This is an optimization exercise on Yosys and OpenROAD, whose aim is a short achievable clock period and few clock cycles, not a production implementation. At most, simulation tests tie the RTL to the original design; equivalence was not proved. Power and IR drop assume default switching activity.

## npc
module npc(
    input  wire        clk,
    input  wire        rst,
    output wire [31:0] pc,
    input  wire [31:0] instr,
    output wire [31:0] dmem_addr,
    input  wire [31:0] dmem_rdata,
    output wire        dmem_we,
    output wire [1:0]  dmem_size,
    output wire [31:0] dmem_wdata
);
==> flow/config.mk <==
export PLATFORM = sky130hd
export DESIGN_NAME = npc
export DESIGN_NICKNAME = npc
export VERILOG_FILES = /design/flow/design.v
export SDC_FILE = /design/flow/constraint.sdc
export NUM_CORES = 4
export LEC_CHECK = 0
export ABC_CLOCK_PERIOD_IN_PS = 3000
export CAP_MARGIN = 20
export CORE_MARGIN = 2
export CORE_UTILIZATION = 40
export SLEW_MARGIN = 20
export SYNTH_HIERARCHICAL = 1
==> flow/constraint.sdc <==
create_clock -name core_clock -period 11.0 [get_ports {clk}]
set_input_delay 2.2000 -clock core_clock [delete_from_list [all_inputs] [get_ports {clk}]]
set_output_delay 2.2000 -clock core_clock [all_outputs]
set_load 0.01 [all_outputs]
standard.sh (not shown) runs the stock make flow with config.mk's settings and CLKGATE_MAP_FILE= SYNTH_SCRIPT=/design/flow/synth_recipe.tcl, a recipe that flattens the netlist after the stock synthesis.
==> flow/flow/run.sh <==
#!/bin/bash
# Own layout flow: the standard synthesis unchanged, then the standard ORFS layout with
#  - a larger setup margin for repair_timing, so the resizer aims at a cycle much shorter than
#    the 11 ns clock of the (unchanged) SDC;
#  - port buffers of a stronger cell than the default choice (every port still gets one).
# Each tool's output goes to a log file here.
set -euo pipefail
MARGIN=$(cat flow/margin.txt)
bash standard.sh synth > synth.log 2>&1
bash standard.sh SETUP_SLACK_MARGIN=$MARGIN "BUFFER_PORTS_ARGS=-buffer_cell sky130_fd_sc_hd__buf_4" finish > layout.log 2>&1
==> flow/flow/margin.txt <==
7.4
The starting point finished clean.
Then changed:
--- a/flow/design.v
+++ b/flow/design.v
@@ -195,18 +195,16 @@
     add32 u_tgtj(.a(pc_f), .b(fimm_j), .s(tgtj_f));
     add32 u_aui(.a(pc_f), .b(fimm_u), .s(aui_f));
     add32 u_jtgt(.a(dval_d), .b(fimm_i), .s(jtgt_f));
     wire [31:0] A = a_x;
     wire [31:0] B = b_x;
     wire [31:0] sum, diff;
     wire        ltu, lts, sub_co;
     add32 u_sum(.a(A), .b(B), .s(sum));
-    wire [31:0] asum;
-    add32 u_asum(.a(A), .b(B), .s(asum));
     sub32 u_sub(.a(A), .b(B), .d(diff), .ltu(ltu), .lts(lts), .co(sub_co));
     wire        eq   = A == B;
     wire [31:0] shl  = A << B[4:0];
     wire [31:0] shr  = {{32{s_sra & A[31]}}, A} >> B[4:0];
     wire [31:0] csr_old = ({32{c_mstatus}} & mstatus) | ({32{c_mtvec}} & mtvec) |
                           ({32{c_mepc}} & mepc) | ({32{c_mcause}} & mcause) |
                           ({32{c_mvendorid}} & 32'h79737978) | ({32{c_marchid}} & 32'h26964ECE);
     wire [31:0] csr_src = f3_x[2] ? {27'd0, zimm_x} : A;
@@ -235,17 +233,17 @@
     end
     wire redir_x, redir_o;
     redir_unit u_redir(.v(v_x), .bq_eq(bq_eq), .bq_lt(bq_lt), .bq_lu(bq_lu), .bq_nv(bq_nv), .bk(bk_x),
                        .pred(pred_x), .jalr(jalr_x), .eq(eq), .ltu(ltu), .a31(A[31]), .b31(B[31]),
                        .redir(redir_x));
     redir_unit u_redir_o(.v(v_x), .bq_eq(bq_eq), .bq_lt(bq_lt), .bq_lu(bq_lu), .bq_nv(bq_nv), .bk(bk_x),
                          .pred(pred_x), .jalr(jalr_x), .eq(eq), .ltu(ltu), .a31(A[31]), .b31(B[31]),
                          .redir(redir_o));
-    wire [31:0] xtgt = jalr_x ? {asum[31:1], 1'b0} : alt_x;
+    wire [31:0] xtgt = jalr_x ? {sum[31:1], 1'b0} : alt_x;
     reg [31:0] ldv;
     always @(*) begin
         case (f3_m[1:0])
             2'b00:   ldv = {{24{~f3_m[2] & dmem_rdata[7]}},  dmem_rdata[7:0]};
             2'b01:   ldv = {{16{~f3_m[2] & dmem_rdata[15]}}, dmem_rdata[15:0]};
             default: ldv = dmem_rdata;
         endcase
     end
@@ -383,17 +381,17 @@
         s_csr  <= is_csr;
         c_mstatus   <= ins_d[31:20] == 12'h300;
         c_mtvec     <= ins_d[31:20] == 12'h305;
         c_mepc      <= ins_d[31:20] == 12'h341;
         c_mcause    <= ins_d[31:20] == 12'h342;
         c_mvendorid <= ins_d[31:20] == 12'hF11;
         c_marchid   <= ins_d[31:20] == 12'hF12;
         res_m <= res_x;
-        ad_m  <= asum;
+        ad_m  <= sum;
         rd_m  <= rd_x;
         f3_m  <= f3_x;
         sz_m  <= (f3_x[1:0] == 2'b00) ? 2'b01 : (f3_x[1:0] == 2'b01) ? 2'b10 : 2'b00;
         wd_m  <= (f3_x[1:0] == 2'b00) ? {24'd0, s_x[7:0]} :
                  (f3_x[1:0] == 2'b01) ? {16'd0, s_x[15:0]} : s_x;
         res_w <= wres_m;
         rd_w  <= rd_m;
         if (wen_w) regs[rd_w] <= res_w;
Result: The changed run went through all stages and came out clean. Worst hold slack gets worse by 0.0034 ns. Count of clock-buffer cells in the layout falls by 1. Register-to-register slack stays flat. Power rises by 1.2%. Synthesized cell count falls by 3.7%. Worst setup slack gets better by 0.038 ns. Combinational power falls by about 1%. Non-clock buffer count falls by 22. Fmax rises by 1.1%. Sequential power stays flat.
Testbench counts after the change, summed over its fixed seeds: cycles 592,019.
Function not checked in the first run of this note: the RTL went through the layout flow alone.

==> what the ideal ports hide <==
Ports are ideal in the flow. The routed layouts listed here were re-timed in OpenROAD.
Step 1 assumes that a clkbuf_16 drives the clock port and a buf_2 every other input.
Step 2 also shifts input and output timing later by t, the mid clock arrival at the registers, as if the neighbouring blocks saw the same clock.
a / b / c = no drivers / after step 1 / after step 2; a / b = the first two.
run	t (ns)	setup WS [ns]	slew at the worst register clock pin (ns)	worst slew at a driven data input, ns
the first run	0.966	7.303 / 6.972 / 6.006	0.07 / 0.07	0.59
the second run	0.962	7.341 / 7.127 / 6.166	0.08 / 0.08	0.44
After both steps setup and hold are still met in every run listed. For the first run, which loses most, drivers alone change the setup slack by -0.331 ns; drivers and shift together by -1.297 ns.
